From an optimization exercise on the open Yosys and OpenROAD flow, aimed at small area and a short achievable clock period; shortcuts taken in it are not production practice. Only simulation tests tie the RTL to the original design; equivalence was not proved.

Design FPU, start of the top module:
module FPU(clk, A, B, opcode, O, flags);
	input clk;
	input [31:0] A, B;
	input [1:0] opcode;
	output [31:0] O;
	output [6:0] flags;
	wire az = ~|A[30:23];
	wire bz = ~|B[30:23];
	wire [7:0]  ea = {A[30:24], A[23] | az};
	wire [7:0]  eb = {B[30:24], B[23] | bz};
	wire [23:0] ma = {~az, A[22:0]};
	wire [23:0] mb = {~bz, B[22:0]};
	wire sx = A[31];
	wire sy = B[31] ^ opcode[0];
	wire [30:0] cmp_x = B[30:0];
	wire [30:0] cmp_y = ~A[30:0];
	wire [30:0] c_g = cmp_x & cmp_y;
	wire [30:0] c_p = cmp_x ^ cmp_y;
	wire c_G0_m1 = c_g[0] | (c_p[0] & 1'b1);
	wire c_G2_1 = c_g[2] | (c_p[2] & c_g[1]);
	wire c_P2_1 = c_p[2] & c_p[1];
	wire c_G4_3 = c_g[4] | (c_p[4] & c_g[3]);
	wire c_P4_3 = c_p[4] & c_p[3];
	wire c_G6_5 = c_g[6] | (c_p[6] & c_g[5]);
	wire c_P6_5 = c_p[6] & c_p[5];
	wire c_G8_7 = c_g[8] | (c_p[8] & c_g[7]);
	wire c_P8_7 = c_p[8] & c_p[7];
	wire c_G10_9 = c_g[10] | (c_p[10] & c_g[9]);
	wire c_P10_9 = c_p[10] & c_p[9];
	wire c_G12_11 = c_g[12] | (c_p[12] & c_g[11]);
	wire c_P12_11 = c_p[12] & c_p[11];
	wire c_G14_13 = c_g[14] | (c_p[14] & c_g[13]);
	wire c_P14_13 = c_p[14] & c_p[13];
	wire c_G16_15 = c_g[16] | (c_p[16] & c_g[15]);
	wire c_P16_15 = c_p[16] & c_p[15];
	wire c_G18_17 = c_g[18] | (c_p[18] & c_g[17]);
	wire c_P18_17 = c_p[18] & c_p[17];
	wire c_G20_19 = c_g[20] | (c_p[20] & c_g[19]);
	wire c_P20_19 = c_p[20] & c_p[19];
	wire c_G22_21 = c_g[22] | (c_p[22] & c_g[21]);
	wire c_P22_21 = c_p[22] & c_p[21];
	wire c_G24_23 = c_g[24] | (c_p[24] & c_g[23]);
	wire c_P24_23 = c_p[24] & c_p[23];
	wire c_G26_25 = c_g[26] | (c_p[26] & c_g[25]);
	wire c_P26_25 = c_p[26] & c_p[25];
	wire c_G28_27 = c_g[28] | (c_p[28] & c_g[27]);
	wire c_P28_27 = c_p[28] & c_p[27];
	wire c_G30_29 = c_g[30] | (c_p[30] & c_g[29]);
	wire c_P30_29 = c_p[30] & c_p[29];
	wire c_G2_m1 = c_G2_1 | (c_P2_1 & c_G0_m1);
	wire c_G6_3 = c_G6_5 | (c_P6_5 & c_G4_3);
	wire c_P6_3 = c_P6_5 & c_P4_3;
	wire c_G10_7 = c_G10_9 | (c_P10_9 & c_G8_7);
	wire c_P10_7 = c_P10_9 & c_P8_7;
	wire c_G14_11 = c_G14_13 | (c_P14_13 & c_G12_11);
	wire c_P14_11 = c_P14_13 & c_P12_11;
	wire c_G18_15 = c_G18_17 | (c_P18_17 & c_G16_15);
	wire c_P18_15 = c_P18_17 & c_P16_15;
  ...
Settings: LEC_CHECK=0, ABC_AREA=1, CAP_MARGIN=20, CORE_MARGIN=2, CORE_UTILIZATION=50, SETUP_SLACK_MARGIN=4, SLEW_MARGIN=20, SYNTH_HIERARCHICAL=1, SYNTH_MINIMUM_KEEP_SIZE=0; clock period 21.0 ns.
standard.sh (not shown) runs the stock make flow with config.mk's settings and CLKGATE_MAP_FILE= SYNTH_SCRIPT=/design/flow/synth_recipe.tcl, a recipe that flattens the netlist after the stock synthesis.
==> flow/flow/run.sh <==
#!/bin/bash
# Layout flow: the standard flow (standard.sh: ORFS synthesis to the
# final layout), with the input and output port buffers taken from
# sky130_fd_sc_hd__buf_2 instead of the cell buffer_ports picks by itself.
# ORFS writes each step's log under orfs/logs; make's own output goes to
# standard.log here.
set -euo pipefail
bash standard.sh BUFFER_PORTS_ARGS="-buffer_cell sky130_fd_sc_hd__buf_2" finish > standard.log 2>&1
The starting point finished with timing, DRC and antenna clean.
Change:
- SETUP_SLACK_MARGIN: 4 -> 4.5
After rerunning: The changed run ran to the end with no violations; via count grows by about 2.3%; setup slack is better by 330 ps; critical path depth came out higher by 5; die area stays the same.
Change:
- SETUP_SLACK_MARGIN: 4.5 -> 3
Final cell count shrinks by 2.9%.
Worst hold slack improves by 11 ps.
Sequential share of layout area barely changes.
Wire length shrinks by 4.4%.
Cell area shrinks by 8.0%.
Change:
==> flow/flow/run.sh (replaced) <==
#!/bin/bash
# Layout flow: the standard flow (standard.sh: ORFS synthesis to the
# final layout), with the input and output port buffers taken from
# sky130_fd_sc_hd__buf_4 instead of the cell buffer_ports picks by itself.
# ORFS writes each step's log under orfs/logs; make's own output goes to
# standard.log here.
set -euo pipefail
bash standard.sh BUFFER_PORTS_ARGS="-buffer_cell sky130_fd_sc_hd__buf_4" finish > standard.log 2>&1
- CORE_UTILIZATION: 50 -> 65
Outcome:
- The new run completed with no timing, DRC or antenna violations
- first-iteration DRC count is higher by 50%
- cell area stays flat
- synthesized area stays the same
- final cell count decreases by 4.0%
- non-clock buffer count shrinks by 3
- fmax falls by 0.99%
- wire length is about the same
- setup slack is worse by 170 ps

* * *

== v28 ==
Starting RTL as in the previous note.
Design FPU, start of the top module:
module FPU(clk, A, B, opcode, O, flags);
	input clk;
	input [31:0] A, B;
	input [1:0] opcode;
	output [31:0] O;
	output [6:0] flags;
	wire az = ~|A[30:23];
	wire bz = ~|B[30:23];
	wire [7:0]  ea = {A[30:24], A[23] | az};
	wire [7:0]  eb = {B[30:24], B[23] | bz};
	wire [23:0] ma = {~az, A[22:0]};
	wire [23:0] mb = {~bz, B[22:0]};
	wire sx = A[31];
	wire sy = B[31] ^ opcode[0];
	wire [30:0] cmp_x = B[30:0];
	wire [30:0] cmp_y = ~A[30:0];
	wire [30:0] c_g = cmp_x & cmp_y;
	wire [30:0] c_p = cmp_x ^ cmp_y;
	wire c_G0_m1 = c_g[0] | (c_p[0] & 1'b1);
	wire c_G2_1 = c_g[2] | (c_p[2] & c_g[1]);
	wire c_P2_1 = c_p[2] & c_p[1];
	wire c_G4_3 = c_g[4] | (c_p[4] & c_g[3]);
	wire c_P4_3 = c_p[4] & c_p[3];
	wire c_G6_5 = c_g[6] | (c_p[6] & c_g[5]);
	wire c_P6_5 = c_p[6] & c_p[5];
	wire c_G8_7 = c_g[8] | (c_p[8] & c_g[7]);
	wire c_P8_7 = c_p[8] & c_p[7];
	wire c_G10_9 = c_g[10] | (c_p[10] & c_g[9]);
	wire c_P10_9 = c_p[10] & c_p[9];
	wire c_G12_11 = c_g[12] | (c_p[12] & c_g[11]);
	wire c_P12_11 = c_p[12] & c_p[11];
	wire c_G14_13 = c_g[14] | (c_p[14] & c_g[13]);
	wire c_P14_13 = c_p[14] & c_p[13];
	wire c_G16_15 = c_g[16] | (c_p[16] & c_g[15]);
	wire c_P16_15 = c_p[16] & c_p[15];
	wire c_G18_17 = c_g[18] | (c_p[18] & c_g[17]);
  ...
Settings: LEC_CHECK=0, ABC_AREA=1, CAP_MARGIN=5, CORE_MARGIN=2, CORE_UTILIZATION=50, SETUP_SLACK_MARGIN=3, SLEW_MARGIN=5, SYNTH_HIERARCHICAL=1, SYNTH_MINIMUM_KEEP_SIZE=0; clock period 21.0 ns.
==> flow/flow/run.sh <==
#!/bin/bash
# Layout flow: the standard flow (standard.sh: ORFS synthesis to the
# final layout), with the input and output port buffers taken from
# sky130_fd_sc_hd__buf_4 instead of the cell buffer_ports picks by itself.
# ORFS writes each step's log under orfs/logs; make's own output goes to
# standard.log here.
set -euo pipefail
bash standard.sh BUFFER_PORTS_ARGS="-buffer_cell sky130_fd_sc_hd__buf_4" finish > standard.log 2>&1
Both conditions hold for v28: the flow ran to the end and the final layout passed the timing, DRC and antenna checks.
## Diff of input files: v4 against v28
- SLEW_MARGIN now 20, was 5
- CAP_MARGIN now 20, was 5
==> run summary <==
Comparing v28 with v4, the buffers inserted during post-CTS setup optimization came out essentially unchanged. Diff v28..v4 | post-cts hold buffer count | unchanged. The total inserted antenna cells of v4 and that of v28 are within noise of each other. v28 -> v4: number of clock sinks delta 0, exact match. Diff v4..v28 | setup slack | unchanged. As far as sequential cell count goes, v4 and v28 are indistinguishable; the numbers are identical. Remaining number of nets flagged by the antenna check after routing: v4 vs v28 identical. Compared with v28, in v4 total non-filler cell area in the finished layout did not really move, final-layout clock buffer total saw little to no change.
Changes in v49 relative to v4:
==> flow/flow/run.sh <==
#!/bin/bash
# Layout flow: the standard flow (standard.sh: ORFS synthesis to the
# final layout) with two changes: synthesis maps with an area-oriented ABC
# script (flow/synth.tcl), and the input and output port buffers are
# sky130_fd_sc_hd__buf_4 instead of the cell buffer_ports picks by itself.
# ORFS writes each step's log under orfs/logs; make's own output goes to
# standard.log here.
set -euo pipefail
here=$(pwd)
bash standard.sh SYNTH_SCRIPT="$here/flow/synth.tcl" BUFFER_PORTS_ARGS="-buffer_cell sky130_fd_sc_hd__buf_4" finish > standard.log 2>&1
==> flow/flow/abc_area_nodelay.script (new file) <==
strash
dch
map -a
topo
stime -c
buffer -c
upsize -c
dnsize -c
==> flow/flow/synth.tcl (new file) <==
# synth_recipe.tcl (the standard synthesis: ORFS synth.tcl without the
# fsm and share passes, then flatten and rename), with ORFS's ABC area
# script replaced by flow/abc_area_nodelay.script (area-oriented mapping
# without ORFS's delay bound).
set my_dir [file dirname [file normalize [info script]]]
set f [open $::env(SCRIPTS_DIR)/synth.tcl]; set synth_txt [read $f]; close $f
set pre "source \$::env(SCRIPTS_DIR)/synth_preamble.tcl"
set synth_txt [string map [list $pre "$pre\nset abc_args \[lreplace \$abc_args 1 1 [file join $my_dir abc_area_nodelay.script]\]"] $synth_txt]
set f [open [file join $my_dir .. synth_recipe.tcl]]; set my_txt [read $f]; close $f
set my_txt [string map [list "source \$::env(SCRIPTS_DIR)/synth.tcl" "eval \$synth_txt"] $my_txt]
eval $my_txt
Results
- Final worst slack is lower on v49
- v49 contains fewer vias than v4.
- Run comparison: v4 timing endpoint of the critical path O[30]; v49 timing endpoint of the critical path O[17]
## Diff of input files: v34 against v49
- swapping 3 for 2 in SETUP_SLACK_MARGIN
==> flow/flow/run.sh <==
#!/bin/bash
# Layout flow: the standard flow (standard.sh: ORFS synthesis to the
# final layout), with the input and output port buffers taken from
# sky130_fd_sc_hd__buf_2 instead of the cell buffer_ports picks by itself.
# ORFS writes each step's log under orfs/logs; make's own output goes to
# standard.log here.
set -euo pipefail
bash standard.sh BUFFER_PORTS_ARGS="-buffer_cell sky130_fd_sc_hd__buf_2" finish > standard.log 2>&1
removed: flow/flow/abc_area_nodelay.script
removed: flow/flow/synth.tcl
[summary]
Wire: v34 routes more than v49
Maximum number of pins on one net before global-route repair, v34 and v49: lower on v49
Of v34 and v49, the run reporting the lower layout buffering overhead excluding clock cells was v34.
Going from v49 to v34, slack of the critical path went down by 0.67 ns, final area went down by 720 µm², number of max-slew violations in the final report was more or less identical.
Comparing v34 and v49, clock period minus worst slack is higher on v34.

re-timing with driven ports:
How much do the figures lean on ideal ports? The routed layouts below were timed once more, with nothing changed but the port constraints.
Step 1: set_driving_cell puts a clkbuf_16 on clk and a buf_2 on each other input, an assumption about the parent block.
Step 2, shift: input delay + t, output delay - t, t = (earliest + latest rising clock arrival at the registers) / 2. This alone moves slack from input paths to output paths.
a / b / c = no drivers / after step 1 / after step 2; a / b = the first two.
| run | shift t [ns] | setup slack, ns | worst hold slack (ns) | pins driven straight from the clock port |
|---|---|---|---|---|
| the first run of note 1 | 0.261 | 4.419 / 4.396 / 4.396 | 4.339 / 4.349 / 4.610 | 1 |
| the second run of note 1 | 0.263 | 4.749 / 4.722 / 4.722 | 4.326 / 4.333 / 4.596 | 1 |
| the third run of note 1 | 0.262 | 3.474 / 3.456 / 3.456 | 4.336 / 4.345 / 4.606 | 1 |
| the fourth run of note 1 | 0.259 | 3.299 / 3.276 / 3.276 | 4.265 / 4.266 / 4.525 | 1 |
| v28 | 0.263 | 3.565 / 3.534 / 3.534 | 4.308 / 4.332 / 4.594 | 1 |
| v4 | 0.263 | 3.565 / 3.534 / 3.534 | 4.308 / 4.332 / 4.594 | 1 |
| v49 | 0.258 | 3.418 / 3.384 / 3.384 | 4.334 / 4.369 / 4.604 | 1 |
| v34 | 0.261 | 2.752 / 2.732 / 2.732 | 4.330 / 4.338 / 4.599 | 1 |
After both steps every run listed still meets setup and hold. The setup slack of v49, which loses most, moves by -0.034 ns with the drivers and by -0.034 ns with both steps.
